Context: an optimization exercise on an open-source flow, tuned for small area. The choices shown serve that exercise and are no tape-out recipe.
The RTL was checked by simulation tests, not by an equivalence proof against the original design.
No activity file was given, so power comes from the tool's default toggle rates.

==> design/flow/design.v <==
module DivFrec (
	input clk,
	input sys_rst,
	output reg [15:0] cnt);
always @(posedge clk) begin
	if (sys_rst) cnt <= 16'hfff8;
	else cnt <= cnt + 16'd1;
end
endmodule
module Nokia5110 (
	input clk,
	input sys_rst,	 
	input [2:0] stat,
	input [2:0] h,
	input [2:0] e,
	input [2:0] d,
	input calor,
	input frio,
	input cerca,
	input luz,
	input jugar,
	input alimentar,
	input test,
	input reset,
	output reg rst,
	output reg ce,
	output reg dc,
	output reg din,
	output dclk
	);
wire [15:0] cnt;
DivFrec divfrec (.clk(clk), .sys_rst(sys_rst), .cnt(cnt));
assign dclk = cnt[2];
wire tick = (cnt[2:0] == 3'd0);
wire [12:0] t = cnt[15:3];
wire init = (cnt == 16'hfff8);		 
wire pre  = (cnt == 16'hfff0);		 
reg first;			 
reg [2:0] l_stat, l_h, l_e, l_d;
reg [1:0] l_tempe;
reg l_cerca, l_luz, l_jugar, l_alim, l_test, l_reset;
wire win = first ? (t <= 13'd4070) : (t <= 13'd4063);
reg s_bit;
always @* begin
	case (t[4:0])
		5'd9, 5'd14, 5'd15, 5'd16, 5'd25: s_bit = 1'b1;
		default: s_bit = 1'b0;
	endcase
end
wire din1 = (t[12:5] == 8'd0) & s_bit;
reg [7:0] fbyte;
always @* begin
	fbyte = 8'h00;
	case (t[11:3])
		9'd0: fbyte = 8'h0c;
		9'd1: fbyte = 8'h40;
		9'd2: fbyte = 8'h80;
		9'd23: case(l_stat) 3'd0: fbyte = 8'h7e; 3'd1: fbyte = 8'h12; 3'd2: fbyte = 8'h3c; 3'd3: fbyte = 8'h7e; 3'd4: fbyte = 8'h7e; 3'd5: fbyte = 8'h7e; default: fbyte = 8'h7e; endcase
		9'd24: case(l_stat) 3'd0: fbyte = 8'h12; 3'd1: fbyte = 8'h12; 3'd2: fbyte = 8'h42; 3'd3: fbyte = 8'h42; 3'd4: fbyte = 8'h10; 3'd5: fbyte = 8'h52; default: fbyte = 8'h0c; endcase
		9'd25: case(l_stat) 3'd0: fbyte = 8'h12; 3'd1: fbyte = 8'h7e; 3'd2: fbyte = 8'h42; 3'd3: fbyte = 8'h42; 3'd4: fbyte = 8'h10; 3'd5: fbyte = 8'h52; default: fbyte = 8'h18; endcase
		9'd26: case(l_stat) 3'd0: fbyte = 8'h02; 3'd1: fbyte = 8'h00; 3'd2: fbyte = 8'h24; 3'd3: fbyte = 8'h7e; 3'd4: fbyte = 8'h7e; 3'd5: fbyte = 8'h42; default: fbyte = 8'h0c; endcase
		9'd27: case(l_stat) 3'd0: fbyte = 8'h00; 3'd1: fbyte = 8'h7e; 3'd2: fbyte = 8'h00; 3'd3: fbyte = 8'h00; 3'd4: fbyte = 8'h00; 3'd5: fbyte = 8'h00; default: fbyte = 8'h7e; endcase
		9'd28: case(l_stat) 3'd0: fbyte = 8'h38; 3'd1: fbyte = 8'h48; 3'd2: fbyte = 8'h30; 3'd3: fbyte = 8'h38; 3'd4: fbyte = 8'h30; 3'd5: fbyte = 8'h78; default: fbyte = 8'h00; endcase
		9'd29: case(l_stat) 3'd0: fbyte = 8'h54; 3'd1: fbyte = 8'h48; 3'd2: fbyte = 8'h48; 3'd3: fbyte = 8'h54; 3'd4: fbyte = 8'h48; 3'd5: fbyte = 8'h08; default: fbyte = 8'h78; endcase
		9'd30: case(l_stat) 3'd0: fbyte = 8'h54; 3'd1: fbyte = 8'h70; 3'd2: fbyte = 8'h48; 3'd3: fbyte = 8'h54; 3'd4: fbyte = 8'h48; 3'd5: fbyte = 8'h08; default: fbyte = 8'h40; endcase
		9'd31: case(l_stat) 3'd0: fbyte = 8'h18; 3'd1: fbyte = 8'h00; 3'd2: fbyte = 8'h78; 3'd3: fbyte = 8'h18; 3'd4: fbyte = 8'h78; 3'd5: fbyte = 8'h70; default: fbyte = 8'h78; endcase
		9'd32: case(l_stat) 3'd0: fbyte = 8'h00; 3'd1: fbyte = 8'h78; 3'd2: fbyte = 8'h40; 3'd3: fbyte = 8'h00; 3'd4: fbyte = 8'h40; 3'd5: fbyte = 8'h00; default: fbyte = 8'h00; endcase
		9'd33: case(l_stat) 3'd0: fbyte = 8'h7e; 3'd1: fbyte = 8'h40; 3'd2: fbyte = 8'h00; 3'd3: fbyte = 8'h5c; 3'd4: fbyte = 8'h00; 3'd5: fbyte = 8'h78; default: fbyte = 8'h38; endcase
		9'd34: case(l_stat) 3'd0: fbyte = 8'h00; 3'd1: fbyte = 8'h78; 3'd2: fbyte = 8'h78; 3'd3: fbyte = 8'h54; 3'd4: fbyte = 8'h78; 3'd5: fbyte = 8'h14; default: fbyte = 8'h54; endcase
		9'd35: case(l_stat) 3'd0: fbyte = 8'h7a; 3'd1: fbyte = 8'h00; 3'd2: fbyte = 8'h08; 3'd3: fbyte = 8'h74; 3'd4: fbyte = 8'h08; 3'd5: fbyte = 8'h04; default: fbyte = 8'h54; endcase
		9'd36: case(l_stat) 3'd0: fbyte = 8'h00; 3'd1: fbyte = 8'h78; 3'd2: fbyte = 8'h08; 3'd3: fbyte = 8'h00; 3'd4: fbyte = 8'h70; 3'd5: fbyte = 8'h00; default: fbyte = 8'h18; endcase
		9'd37: case(l_stat) 3'd0: fbyte = 8'h64; 3'd1: fbyte = 8'h08; 3'd2: fbyte = 8'h70; 3'd3: fbyte = 8'h30; 3'd4: fbyte = 8'h08; 3'd5: fbyte = 8'h38; default: fbyte = 8'h00; endcase
		9'd38: case(l_stat) 3'd0: fbyte = 8'h54; 3'd1: fbyte = 8'h00; 3'd2: fbyte = 8'h00; 3'd3: fbyte = 8'h48; 3'd4: fbyte = 8'h70; 3'd5: fbyte = 8'h54; default: fbyte = 8'h78; endcase
		9'd39: case(l_stat) 3'd0: fbyte = 8'h4c; 3'd1: fbyte = 8'h78; 3'd2: fbyte = 8'h5c; 3'd3: fbyte = 8'h48; 3'd4: fbyte = 8'h00; 3'd5: fbyte = 8'h54; default: fbyte = 8'h08; endcase
		9'd40: case(l_stat) 3'd0: fbyte = 8'h44; 3'd1: fbyte = 8'h08; 3'd2: fbyte = 8'h54; 3'd3: fbyte = 8'h00; 3'd4: fbyte = 8'h7e; 3'd5: fbyte = 8'h18; default: fbyte = 8'h00; endcase
		9'd41: case(l_stat) 3'd0: fbyte = 8'h00; 3'd1: fbyte = 8'h00; 3'd2: fbyte = 8'h74; 3'd3: fbyte = 8'h30; 3'd4: fbyte = 8'h48; 3'd5: fbyte = 8'h00; default: fbyte = 8'h7e; endcase
		9'd42: case(l_stat) 3'd0: fbyte = 8'h00; 3'd1: fbyte = 8'h7a; 3'd2: fbyte = 8'h00; 3'd3: fbyte = 8'h48; 3'd4: fbyte = 8'h48; 3'd5: fbyte = 8'h78; default: fbyte = 8'h48; endcase
		9'd43: case(l_stat) 3'd0: fbyte = 8'h00; 3'd1: fbyte = 8'h00; 3'd2: fbyte = 8'h30; 3'd3: fbyte = 8'h48; 3'd4: fbyte = 8'h70; 3'd5: fbyte = 8'h08; default: fbyte = 8'h00; endcase
		9'd44: case(l_stat) 3'd0: fbyte = 8'h00; 3'd1: fbyte = 8'h70; 3'd2: fbyte = 8'h48; 3'd3: fbyte = 8'h78; 3'd4: fbyte = 8'h00; 3'd5: fbyte = 8'h00; default: fbyte = 8'h30; endcase
		9'd45: case(l_stat) 3'd0: fbyte = 8'h00; 3'd1: fbyte = 8'h48; 3'd2: fbyte = 8'h48; 3'd3: fbyte = 8'h40; 3'd4: fbyte = 8'h78; 3'd5: fbyte = 8'h78; default: fbyte = 8'h48; endcase
		9'd46: case(l_stat) 3'd0: fbyte = 8'h00; 3'd1: fbyte = 8'h48; 3'd2: fbyte = 8'h78; 3'd3: fbyte = 8'h00; 3'd4: fbyte = 8'h08; 3'd5: fbyte = 8'h08; default: fbyte = 8'h48; endcase
		9'd47: case(l_stat) 3'd0: fbyte = 8'h00; 3'd1: fbyte = 8'h7e; 3'd2: fbyte = 8'h40; 3'd3: fbyte = 8'h78; 3'd4: fbyte = 8'h00; 3'd5: fbyte = 8'h70; default: fbyte = 8'h30; endcase
		9'd48: case(l_stat) 3'd0: fbyte = 8'h00; 3'd1: fbyte = 8'h00; 3'd2: fbyte = 8'h00; 3'd3: fbyte = 8'h08; 3'd4: fbyte = 8'h7a; 3'd5: fbyte = 8'h08; default: fbyte = 8'h00; endcase
		9'd49: case(l_stat) 3'd0: fbyte = 8'h00; 3'd1: fbyte = 8'h30; 3'd2: fbyte = 8'h70; 3'd3: fbyte = 8'h08; 3'd4: fbyte = 8'h00; 3'd5: fbyte = 8'h70; default: fbyte = 8'h00; endcase
		9'd50: case(l_stat) 3'd0: fbyte = 8'h00; 3'd1: fbyte = 8'h48; 3'd2: fbyte = 8'h48; 3'd3: fbyte = 8'h70; 3'd4: fbyte = 8'h38; 3'd5: fbyte = 8'h00; default: fbyte = 8'h00; endcase
		9'd51: case(l_stat) 3'd0: fbyte = 8'h00; 3'd1: fbyte = 8'h48; 3'd2: fbyte = 8'h48; 3'd3: fbyte = 8'h00; 3'd4: fbyte = 8'h54; 3'd5: fbyte = 8'h30; default: fbyte = 8'h00; endcase
		9'd52: case(l_stat) 3'd0: fbyte = 8'h00; 3'd1: fbyte = 8'h30; 3'd2: fbyte = 8'h7e; 3'd3: fbyte = 8'h5c; 3'd4: fbyte = 8'h54; 3'd5: fbyte = 8'h48; default: fbyte = 8'h00; endcase
		9'd53: case(l_stat) 3'd0: fbyte = 8'h00; 3'd1: fbyte = 8'h00; 3'd2: fbyte = 8'h00; 3'd3: fbyte = 8'h54; 3'd4: fbyte = 8'h18; 3'd5: fbyte = 8'h48; default: fbyte = 8'h00; endcase
		9'd54: case(l_stat) 3'd0: fbyte = 8'h00; 3'd1: fbyte = 8'h00; 3'd2: fbyte = 8'h30; 3'd3: fbyte = 8'h74; 3'd4: fbyte = 8'h00; 3'd5: fbyte = 8'h30; default: fbyte = 8'h00; endcase
		9'd55: case(l_stat) 3'd0: fbyte = 8'h00; 3'd1: fbyte = 8'h00; 3'd2: fbyte = 8'h48; 3'd3: fbyte = 8'h00; 3'd4: fbyte = 8'h78; 3'd5: fbyte = 8'h00; default: fbyte = 8'h00; endcase
		9'd56: case(l_stat) 3'd0: fbyte = 8'h00; 3'd1: fbyte = 8'h00; 3'd2: fbyte = 8'h48; 3'd3: fbyte = 8'h30; 3'd4: fbyte = 8'h08; 3'd5: fbyte = 8'h00; default: fbyte = 8'h00; endcase
		9'd57: case(l_stat) 3'd0: fbyte = 8'h00; 3'd1: fbyte = 8'h00; 3'd2: fbyte = 8'h30; 3'd3: fbyte = 8'h48; 3'd4: fbyte = 8'h08; 3'd5: fbyte = 8'h00; default: fbyte = 8'h00; endcase
		9'd58: case(l_stat) 3'd0: fbyte = 8'h00; 3'd1: fbyte = 8'h00; 3'd2: fbyte = 8'h00; 3'd3: fbyte = 8'h48; 3'd4: fbyte = 8'h70; 3'd5: fbyte = 8'h00; default: fbyte = 8'h00; endcase
		9'd59: case(l_stat) 3'd0: fbyte = 8'h00; 3'd1: fbyte = 8'h00; 3'd2: fbyte = 8'h00; 3'd3: fbyte = 8'h30; 3'd4: fbyte = 8'h00; 3'd5: fbyte = 8'h00; default: fbyte = 8'h00; endcase
		9'd60: case(l_stat) 3'd0: fbyte = 8'h00; 3'd1: fbyte = 8'h00; 3'd2: fbyte = 8'h00; 3'd3: fbyte = 8'h00; 3'd4: fbyte = 8'h7e; 3'd5: fbyte = 8'h00; default: fbyte = 8'h00; endcase
		9'd61: case(l_stat) 3'd0: fbyte = 8'h00; 3'd1: fbyte = 8'h00; 3'd2: fbyte = 8'h00; 3'd3: fbyte = 8'h00; 3'd4: fbyte = 8'h48; 3'd5: fbyte = 8'h00; default: fbyte = 8'h00; endcase
		9'd63: case(l_stat) 3'd0: fbyte = 8'h00; 3'd1: fbyte = 8'h00; 3'd2: fbyte = 8'h00; 3'd3: fbyte = 8'h00; 3'd4: fbyte = 8'h30; 3'd5: fbyte = 8'h00; default: fbyte = 8'h00; endcase
		9'd64: case(l_stat) 3'd0: fbyte = 8'h00; 3'd1: fbyte = 8'h00; 3'd2: fbyte = 8'h00; 3'd3: fbyte = 8'h00; 3'd4: fbyte = 8'h48; 3'd5: fbyte = 8'h00; default: fbyte = 8'h00; endcase
		9'd65: case(l_stat) 3'd0: fbyte = 8'h00; 3'd1: fbyte = 8'h00; 3'd2: fbyte = 8'h00; 3'd3: fbyte = 8'h00; 3'd4: fbyte = 8'h48; 3'd5: fbyte = 8'h00; default: fbyte = 8'h00; endcase
		9'd66: case(l_stat) 3'd0: fbyte = 8'h00; 3'd1: fbyte = 8'h00; 3'd2: fbyte = 8'h00; 3'd3: fbyte = 8'h00; 3'd4: fbyte = 8'h30; 3'd5: fbyte = 8'h00; default: fbyte = 8'h00; endcase
		9'd100: fbyte = 8'h7e;
		9'd101: fbyte = 8'h10;
		9'd102: fbyte = 8'h10;
		9'd103: fbyte = 8'h7e;
		9'd105: fbyte = 8'h24;
		9'd107: case(l_h) 3'd0: fbyte = 8'h3c; 3'd1: fbyte = 8'h00; 3'd2: fbyte = 8'h72; 3'd3: fbyte = 8'h42; 3'd4: fbyte = 8'h1e; default: fbyte = 8'h4e; endcase
		9'd108: case(l_h) 3'd0: fbyte = 8'h42; 3'd1: fbyte = 8'h42; 3'd2: fbyte = 8'h52; 3'd3: fbyte = 8'h52; 3'd4: fbyte = 8'h10; default: fbyte = 8'h4a; endcase
		9'd109: case(l_h) 3'd0: fbyte = 8'h42; 3'd1: fbyte = 8'h7e; 3'd2: fbyte = 8'h52; 3'd3: fbyte = 8'h52; 3'd4: fbyte = 8'h10; default: fbyte = 8'h4a; endcase
		9'd110: case(l_h) 3'd0: fbyte = 8'h3c; 3'd1: fbyte = 8'h40; 3'd2: fbyte = 8'h5e; 3'd3: fbyte = 8'h7e; 3'd4: fbyte = 8'h7e; default: fbyte = 8'h7a; endcase
		9'd119: fbyte = 8'hf8;
		9'd120: fbyte = 8'hfc;
		9'd121: fbyte = 8'hfe;
		9'd122: fbyte = 8'hfe;
		9'd123: fbyte = 8'hfe;
		9'd124: fbyte = 8'hfe;
		9'd125: fbyte = 8'hfc;
		9'd126: fbyte = 8'hf8;
		9'd127: fbyte = 8'he0;
		9'd128: fbyte = 8'he0;
		9'd129: fbyte = 8'he0;
		9'd130: fbyte = 8'hf8;
		9'd131: fbyte = 8'hfc;
		9'd132: fbyte = 8'hfe;
		9'd133: fbyte = 8'hfe;
		9'd134: fbyte = 8'hfe;
		9'd135: fbyte = 8'hfe;
		9'd136: fbyte = 8'hfe;
		9'd137: fbyte = 8'hfc;
		9'd138: fbyte = 8'hf8;
		9'd140: case(l_stat) 3'd0: fbyte = 8'h00; 3'd1: fbyte = 8'h00; 3'd2: fbyte = 8'h7f; 3'd3: fbyte = 8'he8; 3'd4: fbyte = 8'h00; 3'd5: fbyte = 8'h00; default: fbyte = 8'h00; endcase
		9'd141: case(l_stat) 3'd0: fbyte = 8'h00; 3'd1: fbyte = 8'h00; 3'd2: fbyte = 8'h41; 3'd3: fbyte = 8'hb8; 3'd4: fbyte = 8'h00; 3'd5: fbyte = 8'h00; default: fbyte = 8'h00; endcase
		9'd142: case(l_stat) 3'd0: fbyte = 8'h00; 3'd1: fbyte = 8'h00; 3'd2: fbyte = 8'h5d; 3'd3: fbyte = 8'h00; 3'd4: fbyte = 8'h00; 3'd5: fbyte = 8'h00; default: fbyte = 8'h00; endcase
		9'd143: case(l_stat) 3'd0: fbyte = 8'h00; 3'd1: fbyte = 8'h00; 3'd2: fbyte = 8'h5d; 3'd3: fbyte = 8'h3a; 3'd4: fbyte = 8'h00; 3'd5: fbyte = 8'h00; default: fbyte = 8'h00; endcase
		9'd144: case(l_stat) 3'd0: fbyte = 8'h00; 3'd1: fbyte = 8'h00; 3'd2: fbyte = 8'h41; 3'd3: fbyte = 8'h2e; 3'd4: fbyte = 8'h00; 3'd5: fbyte = 8'h00; default: fbyte = 8'h00; endcase
		9'd145: case(l_stat) 3'd0: fbyte = 8'h00; 3'd1: fbyte = 8'h00; 3'd2: fbyte = 8'h41; 3'd3: fbyte = 8'h00; 3'd4: fbyte = 8'h00; 3'd5: fbyte = 8'h00; default: fbyte = 8'h00; endcase
		9'd146: case(l_stat) 3'd0: fbyte = 8'h00; 3'd1: fbyte = 8'h00; 3'd2: fbyte = 8'h41; 3'd3: fbyte = 8'h1d; 3'd4: fbyte = 8'h00; 3'd5: fbyte = 8'h00; default: fbyte = 8'h00; endcase
		9'd147: case(l_stat) 3'd0: fbyte = 8'h00; 3'd1: fbyte = 8'h00; 3'd2: fbyte = 8'h41; 3'd3: fbyte = 8'h17; 3'd4: fbyte = 8'h00; 3'd5: fbyte = 8'h00; default: fbyte = 8'h00; endcase
		9'd148: case(l_stat) 3'd0: fbyte = 8'h00; 3'd1: fbyte = 8'h00; 3'd2: fbyte = 8'h41; 3'd3: fbyte = 8'h00; 3'd4: fbyte = 8'h00; 3'd5: fbyte = 8'h00; default: fbyte = 8'h00; endcase
		9'd149: case(l_stat) 3'd0: fbyte = 8'h00; 3'd1: fbyte = 8'h00; 3'd2: fbyte = 8'h41; 3'd3: fbyte = 8'h00; 3'd4: fbyte = 8'h00; 3'd5: fbyte = 8'h00; default: fbyte = 8'h00; endcase
		9'd150: case(l_stat) 3'd0: fbyte = 8'h00; 3'd1: fbyte = 8'h00; 3'd2: fbyte = 8'h41; 3'd3: fbyte = 8'h00; 3'd4: fbyte = 8'h00; 3'd5: fbyte = 8'h00; default: fbyte = 8'h00; endcase
		9'd151: case(l_stat) 3'd0: fbyte = 8'h00; 3'd1: fbyte = 8'h00; 3'd2: fbyte = 8'h7f; 3'd3: fbyte = 8'h00; 3'd4: fbyte = 8'h00; 3'd5: fbyte = 8'h00; default: fbyte = 8'h00; endcase
		9'd152: case(l_stat) 3'd0: fbyte = 8'h00; 3'd1: fbyte = 8'h00; 3'd2: fbyte = 8'h1c; 3'd3: fbyte = 8'h00; 3'd4: fbyte = 8'h00; 3'd5: fbyte = 8'h00; default: fbyte = 8'h00; endcase
		9'd184: fbyte = 8'h7e;
		9'd185: fbyte = 8'h52;
		9'd186: fbyte = 8'h52;
		9'd187: fbyte = 8'h42;
		9'd189: fbyte = 8'h24;
		9'd191: case(l_e) 3'd0: fbyte = 8'h3c; 3'd1: fbyte = 8'h00; 3'd2: fbyte = 8'h72; 3'd3: fbyte = 8'h42; 3'd4: fbyte = 8'h1e; default: fbyte = 8'h4e; endcase
		9'd192: case(l_e) 3'd0: fbyte = 8'h42; 3'd1: fbyte = 8'h42; 3'd2: fbyte = 8'h52; 3'd3: fbyte = 8'h52; 3'd4: fbyte = 8'h10; default: fbyte = 8'h4a; endcase
		9'd193: case(l_e) 3'd0: fbyte = 8'h42; 3'd1: fbyte = 8'h7e; 3'd2: fbyte = 8'h52; 3'd3: fbyte = 8'h52; 3'd4: fbyte = 8'h10; default: fbyte = 8'h4a; endcase
		9'd194: case(l_e) 3'd0: fbyte = 8'h3c; 3'd1: fbyte = 8'h40; 3'd2: fbyte = 8'h5e; 3'd3: fbyte = 8'h7e; 3'd4: fbyte = 8'h7e; default: fbyte = 8'h7a; endcase
		9'd199: fbyte = 8'hc0;
		9'd200: fbyte = 8'h30;
		9'd201: fbyte = 8'h0c;
		9'd202: fbyte = 8'h06;
		9'd203: case(l_stat) 3'd0: fbyte = 8'h87; 3'd1: fbyte = 8'h87; 3'd2: fbyte = 8'h87; 3'd3: fbyte = 8'h07; 3'd4: fbyte = 8'h87; 3'd5: fbyte = 8'h87; default: fbyte = 8'h07; endcase
		9'd204: case(l_stat) 3'd0: fbyte = 8'h47; 3'd1: fbyte = 8'h47; 3'd2: fbyte = 8'h47; 3'd3: fbyte = 8'h87; 3'd4: fbyte = 8'h47; 3'd5: fbyte = 8'h47; default: fbyte = 8'h07; endcase
		9'd205: case(l_stat) 3'd0: fbyte = 8'h27; 3'd1: fbyte = 8'h27; 3'd2: fbyte = 8'h27; 3'd3: fbyte = 8'h87; 3'd4: fbyte = 8'h27; 3'd5: fbyte = 8'h27; default: fbyte = 8'h47; endcase
		9'd206: case(l_stat) 3'd0: fbyte = 8'he7; 3'd1: fbyte = 8'he7; 3'd2: fbyte = 8'he7; 3'd3: fbyte = 8'h87; 3'd4: fbyte = 8'he7; 3'd5: fbyte = 8'he7; default: fbyte = 8'h87; endcase
		9'd207: case(l_stat) 3'd0: fbyte = 8'h27; 3'd1: fbyte = 8'h27; 3'd2: fbyte = 8'h27; 3'd3: fbyte = 8'h87; 3'd4: fbyte = 8'h27; 3'd5: fbyte = 8'h27; default: fbyte = 8'h07; endcase
		9'd208: case(l_stat) 3'd0: fbyte = 8'he7; 3'd1: fbyte = 8'he7; 3'd2: fbyte = 8'he7; 3'd3: fbyte = 8'h87; 3'd4: fbyte = 8'he7; 3'd5: fbyte = 8'he7; default: fbyte = 8'h87; endcase
		9'd209: case(l_stat) 3'd0: fbyte = 8'hc7; 3'd1: fbyte = 8'hc7; 3'd2: fbyte = 8'hc7; 3'd3: fbyte = 8'h87; 3'd4: fbyte = 8'hc7; 3'd5: fbyte = 8'hc7; default: fbyte = 8'h47; endcase
		9'd210: case(l_stat) 3'd0: fbyte = 8'h07; 3'd1: fbyte = 8'h07; 3'd2: fbyte = 8'h07; 3'd3: fbyte = 8'h87; 3'd4: fbyte = 8'h07; 3'd5: fbyte = 8'h07; default: fbyte = 8'h07; endcase
		9'd211: fbyte = 8'h07;
		9'd212: fbyte = 8'h07;
		9'd213: fbyte = 8'h07;
		9'd214: fbyte = 8'h07;
		9'd215: case(l_stat) 3'd0: fbyte = 8'h87; 3'd1: fbyte = 8'h87; 3'd2: fbyte = 8'h87; 3'd3: fbyte = 8'h87; 3'd4: fbyte = 8'h87; 3'd5: fbyte = 8'h87; default: fbyte = 8'h47; endcase
		9'd216: case(l_stat) 3'd0: fbyte = 8'h47; 3'd1: fbyte = 8'h47; 3'd2: fbyte = 8'h47; 3'd3: fbyte = 8'h87; 3'd4: fbyte = 8'h47; 3'd5: fbyte = 8'h47; default: fbyte = 8'h87; endcase
		9'd217: case(l_stat) 3'd0: fbyte = 8'h27; 3'd1: fbyte = 8'h27; 3'd2: fbyte = 8'h27; 3'd3: fbyte = 8'h87; 3'd4: fbyte = 8'h27; 3'd5: fbyte = 8'h27; default: fbyte = 8'h07; endcase
		9'd218: case(l_stat) 3'd0: fbyte = 8'he7; 3'd1: fbyte = 8'he7; 3'd2: fbyte = 8'he7; 3'd3: fbyte = 8'h87; 3'd4: fbyte = 8'he7; 3'd5: fbyte = 8'he7; default: fbyte = 8'h87; endcase
		9'd219: case(l_stat) 3'd0: fbyte = 8'h27; 3'd1: fbyte = 8'h27; 3'd2: fbyte = 8'h27; 3'd3: fbyte = 8'h87; 3'd4: fbyte = 8'h27; 3'd5: fbyte = 8'h27; default: fbyte = 8'h47; endcase
		9'd220: case(l_stat) 3'd0: fbyte = 8'he7; 3'd1: fbyte = 8'he7; 3'd2: fbyte = 8'he7; 3'd3: fbyte = 8'h87; 3'd4: fbyte = 8'he7; 3'd5: fbyte = 8'he7; default: fbyte = 8'h07; endcase
		9'd221: case(l_stat) 3'd0: fbyte = 8'hc7; 3'd1: fbyte = 8'hc7; 3'd2: fbyte = 8'hc7; 3'd3: fbyte = 8'h87; 3'd4: fbyte = 8'hc7; 3'd5: fbyte = 8'hc7; default: fbyte = 8'h07; endcase
		9'd222: fbyte = 8'h07;
		9'd223: fbyte = 8'h06;
		9'd224: fbyte = 8'h0c;
		9'd225: fbyte = 8'h30;
		9'd226: fbyte = 8'hc0;
		9'd237: fbyte = l_test ? 8'h00 : 8'h20;
		9'd238: fbyte = l_test ? 8'h00 : 8'h14;
		9'd239: fbyte = l_test ? 8'h00 : 8'h0c;
		9'd240: fbyte = l_test ? 8'h00 : 8'h1c;
		9'd268: fbyte = 8'h7e;
		9'd269: fbyte = 8'h42;
		9'd270: fbyte = 8'h42;
		9'd271: fbyte = 8'h3c;
		9'd273: fbyte = 8'h24;
		9'd275: case(l_d) 3'd0: fbyte = 8'h3c; 3'd1: fbyte = 8'h00; 3'd2: fbyte = 8'h72; 3'd3: fbyte = 8'h42; 3'd4: fbyte = 8'h1e; default: fbyte = 8'h4e; endcase
		9'd276: case(l_d) 3'd0: fbyte = 8'h42; 3'd1: fbyte = 8'h42; 3'd2: fbyte = 8'h52; 3'd3: fbyte = 8'h52; 3'd4: fbyte = 8'h10; default: fbyte = 8'h4a; endcase
		9'd277: case(l_d) 3'd0: fbyte = 8'h42; 3'd1: fbyte = 8'h7e; 3'd2: fbyte = 8'h52; 3'd3: fbyte = 8'h52; 3'd4: fbyte = 8'h10; default: fbyte = 8'h4a; endcase
		9'd278: case(l_d) 3'd0: fbyte = 8'h3c; 3'd1: fbyte = 8'h40; 3'd2: fbyte = 8'h5e; 3'd3: fbyte = 8'h7e; 3'd4: fbyte = 8'h7e; default: fbyte = 8'h7a; endcase
		9'd283: fbyte = 8'h0f;
		9'd284: case(l_stat) 3'd0: fbyte = 8'h30; 3'd1: fbyte = 8'h30; 3'd2: fbyte = 8'h30; 3'd3: fbyte = 8'h30; 3'd4: fbyte = 8'h30; 3'd5: fbyte = 8'h31; default: fbyte = 8'h30; endcase
		9'd285: case(l_stat) 3'd0: fbyte = 8'h40; 3'd1: fbyte = 8'h40; 3'd2: fbyte = 8'h40; 3'd3: fbyte = 8'h40; 3'd4: fbyte = 8'h40; 3'd5: fbyte = 8'h42; default: fbyte = 8'h40; endcase
		9'd286: case(l_stat) 3'd0: fbyte = 8'h80; 3'd1: fbyte = 8'h80; 3'd2: fbyte = 8'h80; 3'd3: fbyte = 8'h80; 3'd4: fbyte = 8'h80; 3'd5: fbyte = 8'h84; default: fbyte = 8'h80; endcase
		9'd287: case(l_stat) 3'd0: fbyte = 8'h81; 3'd1: fbyte = 8'h81; 3'd2: fbyte = 8'h81; 3'd3: fbyte = 8'h80; 3'd4: fbyte = 8'h81; 3'd5: fbyte = 8'hf9; default: fbyte = 8'h80; endcase
		9'd288: case(l_stat) 3'd0: fbyte = 8'h02; 3'd1: fbyte = 8'h03; 3'd2: fbyte = 8'h02; 3'd3: fbyte = 8'h00; 3'd4: fbyte = 8'h02; 3'd5: fbyte = 8'h7a; default: fbyte = 8'h00; endcase
		9'd289: case(l_stat) 3'd0: fbyte = 8'h04; 3'd1: fbyte = 8'h07; 3'd2: fbyte = 8'h04; 3'd3: fbyte = 8'h00; 3'd4: fbyte = 8'h04; 3'd5: fbyte = 8'h7c; default: fbyte = 8'h04; endcase
		9'd290: case(l_stat) 3'd0: fbyte = 8'h07; 3'd1: fbyte = 8'h07; 3'd2: fbyte = 8'h07; 3'd3: fbyte = 8'h00; 3'd4: fbyte = 8'h07; 3'd5: fbyte = 8'h7f; default: fbyte = 8'h02; endcase
		9'd291: case(l_stat) 3'd0: fbyte = 8'h07; 3'd1: fbyte = 8'h04; 3'd2: fbyte = 8'h07; 3'd3: fbyte = 8'h00; 3'd4: fbyte = 8'h07; 3'd5: fbyte = 8'h7f; default: fbyte = 8'h01; endcase
		9'd292: case(l_stat) 3'd0: fbyte = 8'h07; 3'd1: fbyte = 8'h04; 3'd2: fbyte = 8'h07; 3'd3: fbyte = 8'h00; 3'd4: fbyte = 8'h07; 3'd5: fbyte = 8'h7f; default: fbyte = 8'h02; endcase
		9'd293: case(l_stat) 3'd0: fbyte = 8'h13; 3'd1: fbyte = 8'h43; 3'd2: fbyte = 8'h43; 3'd3: fbyte = 8'h00; 3'd4: fbyte = 8'h13; 3'd5: fbyte = 8'h7b; default: fbyte = 8'h04; endcase
		9'd294: case(l_stat) 3'd0: fbyte = 8'h20; 3'd1: fbyte = 8'h60; 3'd2: fbyte = 8'h60; 3'd3: fbyte = 8'h10; 3'd4: fbyte = 8'h20; 3'd5: fbyte = 8'h78; default: fbyte = 8'h00; endcase
		9'd295: case(l_stat) 3'd0: fbyte = 8'h20; 3'd1: fbyte = 8'h50; 3'd2: fbyte = 8'h50; 3'd3: fbyte = 8'h10; 3'd4: fbyte = 8'h20; 3'd5: fbyte = 8'h78; default: fbyte = 8'h50; endcase
		9'd296: case(l_stat) 3'd0: fbyte = 8'h20; 3'd1: fbyte = 8'h50; 3'd2: fbyte = 8'h50; 3'd3: fbyte = 8'h10; 3'd4: fbyte = 8'h20; 3'd5: fbyte = 8'h78; default: fbyte = 8'h20; endcase
		9'd297: case(l_stat) 3'd0: fbyte = 8'h20; 3'd1: fbyte = 8'h50; 3'd2: fbyte = 8'h50; 3'd3: fbyte = 8'h10; 3'd4: fbyte = 8'he0; 3'd5: fbyte = 8'h78; default: fbyte = 8'h50; endcase
		9'd298: case(l_stat) 3'd0: fbyte = 8'h20; 3'd1: fbyte = 8'h50; 3'd2: fbyte = 8'h50; 3'd3: fbyte = 8'h10; 3'd4: fbyte = 8'he0; 3'd5: fbyte = 8'h78; default: fbyte = 8'h00; endcase
		9'd299: case(l_stat) 3'd0: fbyte = 8'h21; 3'd1: fbyte = 8'h61; 3'd2: fbyte = 8'h61; 3'd3: fbyte = 8'h10; 3'd4: fbyte = 8'he1; 3'd5: fbyte = 8'h79; default: fbyte = 8'h04; endcase
		9'd300: case(l_stat) 3'd0: fbyte = 8'h12; 3'd1: fbyte = 8'h43; 3'd2: fbyte = 8'h42; 3'd3: fbyte = 8'h00; 3'd4: fbyte = 8'h32; 3'd5: fbyte = 8'h7a; default: fbyte = 8'h02; endcase
		9'd301: case(l_stat) 3'd0: fbyte = 8'h04; 3'd1: fbyte = 8'h07; 3'd2: fbyte = 8'h04; 3'd3: fbyte = 8'h00; 3'd4: fbyte = 8'h04; 3'd5: fbyte = 8'h7c; default: fbyte = 8'h01; endcase
		9'd302: case(l_stat) 3'd0: fbyte = 8'h07; 3'd1: fbyte = 8'h07; 3'd2: fbyte = 8'h07; 3'd3: fbyte = 8'h00; 3'd4: fbyte = 8'h07; 3'd5: fbyte = 8'h7f; default: fbyte = 8'h02; endcase
		9'd303: case(l_stat) 3'd0: fbyte = 8'h07; 3'd1: fbyte = 8'h04; 3'd2: fbyte = 8'h07; 3'd3: fbyte = 8'h00; 3'd4: fbyte = 8'h07; 3'd5: fbyte = 8'h7f; default: fbyte = 8'h04; endcase
		9'd304: case(l_stat) 3'd0: fbyte = 8'h07; 3'd1: fbyte = 8'h04; 3'd2: fbyte = 8'h07; 3'd3: fbyte = 8'h00; 3'd4: fbyte = 8'h07; 3'd5: fbyte = 8'h7f; default: fbyte = 8'h00; endcase
		9'd305: case(l_stat) 3'd0: fbyte = 8'h03; 3'd1: fbyte = 8'h03; 3'd2: fbyte = 8'h03; 3'd3: fbyte = 8'h00; 3'd4: fbyte = 8'h03; 3'd5: fbyte = 8'h7b; default: fbyte = 8'h00; endcase
		9'd306: case(l_stat) 3'd0: fbyte = 8'h80; 3'd1: fbyte = 8'h80; 3'd2: fbyte = 8'h80; 3'd3: fbyte = 8'h80; 3'd4: fbyte = 8'h80; 3'd5: fbyte = 8'hf8; default: fbyte = 8'h80; endcase
		9'd307: case(l_stat) 3'd0: fbyte = 8'h80; 3'd1: fbyte = 8'h80; 3'd2: fbyte = 8'h80; 3'd3: fbyte = 8'h80; 3'd4: fbyte = 8'h80; 3'd5: fbyte = 8'h84; default: fbyte = 8'h80; endcase
		9'd308: case(l_stat) 3'd0: fbyte = 8'h40; 3'd1: fbyte = 8'h40; 3'd2: fbyte = 8'h40; 3'd3: fbyte = 8'h40; 3'd4: fbyte = 8'h40; 3'd5: fbyte = 8'h42; default: fbyte = 8'h40; endcase
		9'd309: case(l_stat) 3'd0: fbyte = 8'h30; 3'd1: fbyte = 8'h30; 3'd2: fbyte = 8'h30; 3'd3: fbyte = 8'h30; 3'd4: fbyte = 8'h30; 3'd5: fbyte = 8'h31; default: fbyte = 8'h30; endcase
		9'd310: fbyte = 8'h0f;
		9'd320: fbyte = l_reset ? 8'h00 : 8'h72;
		9'd321: fbyte = l_reset ? 8'h00 : 8'h32;
		9'd322: fbyte = l_reset ? 8'h00 : 8'h52;
		9'd323: fbyte = l_reset ? 8'h00 : 8'h4a;
		9'd324: fbyte = l_reset ? 8'h00 : 8'h4c;
		9'd325: fbyte = l_reset ? 8'h00 : 8'h4e;
		9'd351: fbyte = l_cerca ? 8'h18 : 8'h00;
		9'd352: fbyte = l_cerca ? 8'h18 : 8'h00;
		9'd353: fbyte = l_cerca ? 8'h7e : 8'h00;
		9'd354: fbyte = l_cerca ? 8'h7e : 8'h00;
		9'd355: fbyte = l_cerca ? 8'h18 : 8'h00;
		9'd356: fbyte = l_cerca ? 8'h18 : 8'h00;
		9'd358: fbyte = (l_tempe==2'd2) ? 8'h70 : (l_tempe==2'd1) ? 8'h44 : 8'h00;
		9'd359: fbyte = (l_tempe==2'd2) ? 8'h74 : (l_tempe==2'd1) ? 8'h6e : 8'h00;
		9'd360: fbyte = (l_tempe==2'd2) ? 8'h72 : (l_tempe==2'd1) ? 8'h44 : 8'h00;
		9'd361: fbyte = (l_tempe==2'd2) ? 8'h00 : (l_tempe==2'd1) ? 8'h10 : 8'h00;
		9'd362: fbyte = (l_tempe==2'd2) ? 8'h24 : (l_tempe==2'd1) ? 8'h38 : 8'h00;
		9'd363: fbyte = (l_tempe==2'd2) ? 8'h12 : (l_tempe==2'd1) ? 8'h10 : 8'h00;
		9'd372: fbyte = 8'h19;
		9'd373: fbyte = 8'h25;
		9'd374: fbyte = 8'h23;
		9'd375: case(l_stat) 3'd0: fbyte = 8'h39; 3'd1: fbyte = 8'h39; 3'd2: fbyte = 8'h39; 3'd3: fbyte = 8'h79; 3'd4: fbyte = 8'h39; 3'd5: fbyte = 8'h39; default: fbyte = 8'h79; endcase
		9'd376: case(l_stat) 3'd0: fbyte = 8'h41; 3'd1: fbyte = 8'h41; 3'd2: fbyte = 8'h41; 3'd3: fbyte = 8'h81; 3'd4: fbyte = 8'h41; 3'd5: fbyte = 8'h41; default: fbyte = 8'h81; endcase
		9'd377: case(l_stat) 3'd0: fbyte = 8'h41; 3'd1: fbyte = 8'h41; 3'd2: fbyte = 8'h41; 3'd3: fbyte = 8'h81; 3'd4: fbyte = 8'h41; 3'd5: fbyte = 8'h41; default: fbyte = 8'h81; endcase
		9'd378: case(l_stat) 3'd0: fbyte = 8'h21; 3'd1: fbyte = 8'h21; 3'd2: fbyte = 8'h21; 3'd3: fbyte = 8'h61; 3'd4: fbyte = 8'h21; 3'd5: fbyte = 8'h21; default: fbyte = 8'h61; endcase
		9'd379: fbyte = 8'h21;
		9'd380: fbyte = 8'h21;
		9'd381: fbyte = 8'h21;
		9'd382: fbyte = 8'h61;
		9'd383: fbyte = 8'h61;
		9'd384: fbyte = 8'h81;
		9'd385: fbyte = 8'h81;
		9'd386: fbyte = 8'h79;
		9'd387: fbyte = 8'h23;
		9'd388: fbyte = 8'h25;
		9'd389: fbyte = 8'h19;
		9'd397: fbyte = l_alim ? 8'h00 : 8'h30;
		9'd398: fbyte = l_alim ? 8'h00 : 8'h78;
		9'd399: fbyte = l_alim ? 8'h00 : 8'h78;
		9'd400: fbyte = l_alim ? 8'h00 : 8'h38;
		9'd401: fbyte = l_alim ? 8'h00 : 8'h06;
		9'd402: fbyte = l_alim ? 8'h00 : 8'h04;
		9'd404: fbyte = l_jugar ? 8'h00 : 8'h30;
		9'd405: fbyte = l_jugar ? 8'h00 : 8'h24;
		9'd406: fbyte = l_jugar ? 8'h00 : 8'h20;
		9'd407: fbyte = l_jugar ? 8'h00 : 8'h20;
		9'd408: fbyte = l_jugar ? 8'h00 : 8'h24;
		9'd409: fbyte = l_jugar ? 8'h00 : 8'h30;
		9'd442: fbyte = 8'h02;
		9'd443: fbyte = 8'h02;
		9'd444: fbyte = 8'h02;
		9'd445: fbyte = 8'h7e;
		9'd446: fbyte = 8'h02;
		9'd447: fbyte = 8'h32;
		9'd448: fbyte = 8'h4a;
		9'd449: fbyte = 8'h4a;
		9'd450: fbyte = 8'h7a;
		9'd451: fbyte = 8'h42;
		9'd452: fbyte = 8'h02;
		9'd453: fbyte = 8'h7a;
		9'd454: fbyte = 8'h0a;
		9'd455: fbyte = 8'h72;
		9'd456: fbyte = 8'h0a;
		9'd457: fbyte = 8'h72;
		9'd458: fbyte = 8'h02;
		9'd459: fbyte = 8'h32;
		9'd460: fbyte = 8'h4a;
		9'd461: fbyte = 8'h4a;
		9'd462: fbyte = 8'h7a;
		9'd463: fbyte = 8'h40;
		9'd464: fbyte = 8'h0c;
		9'd465: fbyte = 8'h52;
		9'd466: fbyte = 8'h52;
		9'd467: fbyte = 8'h3e;
		9'd469: fbyte = 8'h30;
		9'd470: fbyte = 8'h48;
		9'd471: fbyte = 8'h48;
		9'd472: fbyte = 8'h30;
		9'd474: fbyte = 8'h7e;
		9'd475: fbyte = 8'h48;
		9'd477: fbyte = 8'h30;
		9'd478: fbyte = 8'h48;
		9'd479: fbyte = 8'h48;
		9'd481: fbyte = 8'h7e;
		9'd482: fbyte = 8'h10;
		9'd483: fbyte = 8'h10;
		9'd484: fbyte = 8'h60;
		9'd486: fbyte = 8'h74;
		9'd507: fbyte = l_luz ? 8'h0d : 8'h00;
		default: fbyte = 8'h00;
	endcase
end
wire din2 = fbyte[~t[2:0]];
always @(posedge clk) begin
	if (sys_rst) begin
		first <= 1'b1;
		rst <= 1'b0; ce <= 1'b0; dc <= 1'b0; din <= 1'b0;
	end else begin
		if (cnt[15:14] == 2'b10) first <= 1'b0;
		if (tick && t == 13'd7) rst <= 1'b1;
		if (tick && !init) ce <= !win;
		if (tick && win) begin
			din <= first ? din1 : din2;
			dc <= !first && (t[11:3] >= 9'd3) && (t[11:3] != 9'd507);
		end
	end
end
always @(posedge clk) begin
	if (pre) l_tempe <= {calor, frio};
	if (init) begin
		l_stat <= stat; l_h <= h; l_e <= e; l_d <= d;
		l_cerca <= cerca; l_luz <= luz; l_jugar <= jugar;
		l_alim <= alimentar; l_test <= test; l_reset <= reset;
	end
end
endmodule
==> design/flow/run.sh <==
#!/bin/bash
# synth_recipe.tcl (not shown) runs the flow's synth.tcl, then flattens the netlist and writes it again
# the make line also repeats each setting of config.mk as NAME=value (left out here)
make -C /OpenROAD-flow-scripts/flow DESIGN_CONFIG=/design/flow/config.mk WORK_HOME=/design/flow/orfs CLKGATE_MAP_FILE= SYNTH_SCRIPT=/design/flow/synth_recipe.tcl finish
==> design/flow/config.mk <==
export PLATFORM = sky130hd
export DESIGN_NAME = Nokia5110
export DESIGN_NICKNAME = Nokia5110
export VERILOG_FILES = /design/flow/design.v
export SDC_FILE = /design/flow/constraint.sdc
export NUM_CORES = 4
export LEC_CHECK = 0
export CAP_MARGIN = 20
export CORE_MARGIN = 2
export CORE_UTILIZATION = 40
export SLEW_MARGIN = 20
==> design/flow/constraint.sdc <==
create_clock -name core_clock -period 10.0 [get_ports {clk}]
set_input_delay 2.0000 -clock core_clock [delete_from_list [all_inputs] [get_ports {clk}]]
set_output_delay 2.0000 -clock core_clock [all_outputs]
set_load 0.01 [all_outputs]
==> results.txt <==
Logic synthesis
The number of instances in the synthesized netlist is 1209. By area the synthesized netlist is led by sky130_fd_sc_hd__edfxtp_1 (7.4%), sky130_fd_sc_hd__nor2_1 (5.5%), sky130_fd_sc_hd__nand2_1 (5.4%), sky130_fd_sc_hd__dfxtp_1 (5.2%), sky130_fd_sc_hd__o21ai_0 (4.6%). The count of unique library cells instantiated by Yosys is 94. Each instance of the synthesized netlist takes up on average 6.69 um2. Counting flops with a built-in enable in the synthesized netlist gives 20. In this run the cell area of the synthesized design comes to 0.00809 mm2. Counting flops with an async set or reset pin after synthesis yields a share of 0. The synthesized design contains 41 register bits. The largest area contributor in the synthesized netlist is sky130_fd_sc_hd__edfxtp_1. The share of synthesized area in the top cell type comes to 0.0743. Of the synthesized area, sequential elements account for 0.126. When the netlist entered floorplanning its net count stood at 1241. Among all flip-flop cells after synthesis, the most frequent one is sky130_fd_sc_hd__dfxtp_1. The Yosys step of the flow raised 2 warnings.

Critical path
For the worst setup path, the data required time is 10.21 ns. STA classifies the critical path startpoint as a flip-flop. In this run the worst setup path begins at divfrec.cnt[6]. The critical path arrival is 4.84 ns. The flop-to-flop setup slack is 5.36 ns. In this run the critical register-to-register path is captured at din. The source of the worst register-to-register timing path is divfrec.cnt[6]. Following the worst setup path forward leads to its endpoint at din. The highest fanout seen on the critical path is 54. The kind of end point of the critical path is a flip-flop.

The worst reg2reg path depth is 10. The setup path with the least slack is of type reg -> reg.

Timing
The final worst setup slack is 5.36 ns. Clock skew on the completed layout was measured at 0.0175 ns. The final cycle utilization of the critical path is 0.464. The pin slew with the least headroom to its limit is 1.35 ns. The final-layout worst hold slack is 0.491 ns.

The count of final setup violators is 0. The final hold violation count is 0. The final critical delay including setup and external delays is 4.64 ns.

The remaining max-slew budget at the tightest pin is 0.0906. In the final timing run, aggregate negative setup slack is 0 ns. The top achievable clock speed is 216 MHz. The final max-slew violation count is 0.

Setup repair after global routing left no endpoint under its margin.

Drt
Wires add up to 59100 um. Using the TritonRoute via totals, the vias-per-cell ratio works out to 8.37. The first-iteration detailed-routing DRC count is 3145. The first detailed-routing pass took 13 iterations.

The vias after detailed routing is 12000. In this run the remaining antenna-violating nets after routing total 0. After detailed routing, the average wire length per cell comes to 41.3 um. For this run, design rule violations remaining after detail routing come to 0.

Clocking
The worst-case clock buffer depth is 2. The total clock sinks is 41. The post-CTS setup buffer count is 0. The maximum level of the CTS H-tree is 2. The total CTS buffers is 5.

Once the clock tree was built, the resizer swapped 0 gates to a different size. CTS placed an instance of sky130_fd_sc_hd__clkbuf_16 at the clock tree root. The insertion delay to the later sink of the worst-skew pair is 0.31 ns.

The TritonCTS clock tree is yes. After clock tree synthesis, the clock-pin slew on the worst setup and hold paths is 0.08 ns. Buffers inserted to repair hold after CTS numbered 0.

Final layout
Summing all non-filler instances in the final layout gives an area of 0.00856 mm2. In the final layout, the multi-input gates occupy 0.00637 mm2. Summing all flip-flop and latch instances after layout gives 0.00103 mm2.

The count of nets after finishing is 1189. The layout has 2207 filler cells. Of the cells placed in the final design, the portion with a size suffix greater than 1 is 0.0924.

The layout overhead on the synthesized area is 5.93%.

GRT
Summed over all layers, the global routing overflow is 0. Entering global routing, the biggest net connects 69 pins. The first-pass GRT wire length is 81900 um. The number of global-route vias before repair was 10900. The number of antenna violations at the first check in global routing is 7. The overall global routing resource usage is 0.531.

Place
In this run the cell area measured after placement is 0.00840 mm2. In this run the tool buffered the top-level ports with 26 buffer cells. The congestion estimate from routability-driven global placement came to 1.19.

Detailed placement finished with a half-perimeter wire length of 42600 um. Prior to clock tree synthesis, the placed netlist has a worst setup slack of 5.77 ns.

Floorplanning
After floorplanning, the core was divided into 52 placement rows. The width of the chip is 146 um. The core area is 0.0200 mm2.

27 I/O pins were placed. The floorplan step set the die height to 146 um. The floorplan step defined a die boundary enclosing 0.0214 mm2. The starting utilization of the core area is 0.403.

Power and ir drop
Across the VDD grid, the largest voltage drop is 0.0981 mV. For this design the ratio of total power to cell area is 69.3 mW/mm2. The leakage component of the power is 0.00265 uW.

Status
The flow ran to the end and the layout has no timing, DRC or antenna violations.

Run
The tool flagged a number of max-cap violations equal to 0.

Min path
The hold path startpoint is divfrec.cnt[0]. The worst hold-check path type is reg -> reg.
per-stage QoR:
stage,cells,power [uW],utilization
after global routing,1429,602,0.427
final,1431,594,0.427
after CTS,1428,577,0.427
after floorplan,1209,321,-
after global placement,1420,404,0.419
after detailed placement,1420,400,0.419
critical path: stages (launching register included):
cell	delay (ns)
sky130_fd_sc_hd__dfxtp_2	0.33
sky130_fd_sc_hd__buf_4	0.56
sky130_fd_sc_hd__and2_1	0.86
sky130_fd_sc_hd__nand2_1	0.77
sky130_fd_sc_hd__o22ai_1	0.78
sky130_fd_sc_hd__nor3_1	0.13
sky130_fd_sc_hd__nand3_1	0.23
sky130_fd_sc_hd__nor4bb_1	0.16
sky130_fd_sc_hd__a211oi_1	0.26
sky130_fd_sc_hd__nand4_1	0.14
sky130_fd_sc_hd__o32ai_1	0.31
routing by layer:
metal | track usage | up-vias | wire length [um]
met5 | 0.0136 | - | 40
met4 | 0.399 | 6 | 6790
met3 | 0.322 | 501 | 10900
met2 | 0.707 | 1406 | 21500
met1 | 0.613 | 5475 | 19800
li1 | - | 4583 | -
synthesized netlist by cell type (10+ instances only):
master / number
sky130_fd_sc_hd__o21ai_0: 74
sky130_fd_sc_hd__a22oi_1: 16
sky130_fd_sc_hd__o32ai_1: 17
sky130_fd_sc_hd__nand4_1: 32
sky130_fd_sc_hd__buf_2: 49
sky130_fd_sc_hd__a31oi_1: 14
sky130_fd_sc_hd__nor2_1: 118
sky130_fd_sc_hd__o2111ai_1: 10
sky130_fd_sc_hd__a2111oi_0: 13
sky130_fd_sc_hd__edfxtp_1: 20
sky130_fd_sc_hd__nand2b_1: 31
sky130_fd_sc_hd__o31ai_1: 14
sky130_fd_sc_hd__buf_4: 10
sky130_fd_sc_hd__nor3_1: 70
sky130_fd_sc_hd__nor2b_1: 19
sky130_fd_sc_hd__nor4_1: 28
sky130_fd_sc_hd__nand3_1: 59
sky130_fd_sc_hd__a221oi_1: 10
sky130_fd_sc_hd__a211oi_1: 15
sky130_fd_sc_hd__buf_6: 12
sky130_fd_sc_hd__ha_1: 10
sky130_fd_sc_hd__nand2_1: 117
sky130_fd_sc_hd__dfxtp_1: 21
sky130_fd_sc_hd__a21oi_1: 66
sky130_fd_sc_hd__and2_1: 10
sky130_fd_sc_hd__inv_1: 17
sky130_fd_sc_hd__a32oi_1: 12
sky130_fd_sc_hd__xnor2_1: 12
sky130_fd_sc_hd__clkbuf_1: 51
sky130_fd_sc_hd__o22ai_1: 43
sky130_fd_sc_hd__o211ai_1: 15
sky130_fd_sc_hd__and3_1: 13
cells in the final DEF (no fill, tap or decap), types with 13 or more instances in the layout:
| master | count |
|---|---|
| sky130_fd_sc_hd__a2111oi_0 | 13 |
| sky130_fd_sc_hd__a211oi_1 | 15 |
| sky130_fd_sc_hd__a21oi_1 | 66 |
| sky130_fd_sc_hd__a22oi_1 | 16 |
| sky130_fd_sc_hd__a31oi_1 | 14 |
| sky130_fd_sc_hd__and3_1 | 13 |
| sky130_fd_sc_hd__buf_4 | 46 |
| sky130_fd_sc_hd__clkdlybuf4s50_1 | 26 |
| sky130_fd_sc_hd__dfxtp_1 | 16 |
| sky130_fd_sc_hd__edfxtp_1 | 20 |
| sky130_fd_sc_hd__inv_1 | 17 |
| sky130_fd_sc_hd__nand2_1 | 117 |
| sky130_fd_sc_hd__nand2b_1 | 31 |
| sky130_fd_sc_hd__nand3_1 | 59 |
| sky130_fd_sc_hd__nand4_1 | 32 |
| sky130_fd_sc_hd__nor2_1 | 116 |
| sky130_fd_sc_hd__nor2b_1 | 18 |
| sky130_fd_sc_hd__nor3_1 | 69 |
| sky130_fd_sc_hd__nor4_1 | 28 |
| sky130_fd_sc_hd__o211ai_1 | 15 |
| sky130_fd_sc_hd__o21ai_0 | 74 |
| sky130_fd_sc_hd__o22ai_1 | 43 |
| sky130_fd_sc_hd__o31ai_1 | 14 |
| sky130_fd_sc_hd__o32ai_1 | 17 |
flip-flops by register name (all words and copies together) (netlist names), 2 cells and up:
register	count
l_stat	3
l_e	3
l_tempe	2
divfrec.cnt	16
l_d	3
l_h	3
cells by family after synthesis:
family          Yosys count  synth area share
compound gates          388             0.331
fa+ha+maj                12            0.0180
flops                    41             0.126
simple gates            593             0.403
buf+inv                 149            0.0927
mux                       5           0.00634
xor+xnor                 21            0.0227
how the worst min path moves through the flow:
stage | slack [ns] | to | cells after the start
after floorplan | 0.43 | divfrec.cnt[0] | 1
after global placement | 0.44 | divfrec.cnt[0] | 1
after detailed placement | 0.47 | divfrec.cnt[0] | 1
after CTS | 0.49 | divfrec.cnt[0] | 1
after global routing | 0.52 | divfrec.cnt[0] | 1
final | 0.49 | divfrec.cnt[0] | 1
power by group:
part / internal (uW) / switching (uW) / total [uW]
Combinational: 53.7 / 154 / 207
Clock: 94.3 / 81.2 / 176
Sequential: 191 / 19.9 / 211
Total: 339 / 255 / 594
area by class of cell:
class                           instances  share of cell area
Antenna cell                            3            0.000877
Multi-Input combinational cell       1019               0.744
Timing Repair Buffer                   72              0.0707
Tap cell                              270              0.0394
Sequential cell                        41               0.120
Clock buffer                            5              0.0146
Clock inverter                          3             0.00278
Inverter                               18             0.00789

==> static timing again, ports no longer ideal <==
The flow's constraints put no driver on any port. The routed layout listed below was extracted and timed again, unchanged, in two steps. Step 1 sets driving cells, clkbuf_16 on the clock port and buf_2 on the other inputs (assumed; they add their load-dependent delay and slew). Step 2 adds t to the input delays and takes it off the output delays; t is the mean of the earliest and latest rising clock arrival at the registers after step 1. Input paths then give back, and output paths get back, about the clock's delay inside the block. a / b / c = ideal / step 1 / step 2; a / b = the first two.
t (ns): 0.356
slack for setup (ns): 5.364 / 5.364 / 5.364
hold WS [ns]: 0.491 / 0.491 / 0.491
worst setup path at the end: register to register
worst data-port slew with drivers (ns): 0.06
After both steps setup and hold are still met in this run. The setup slack of this run moves by 0.000 ns with the drivers and by 0.000 ns with both steps.
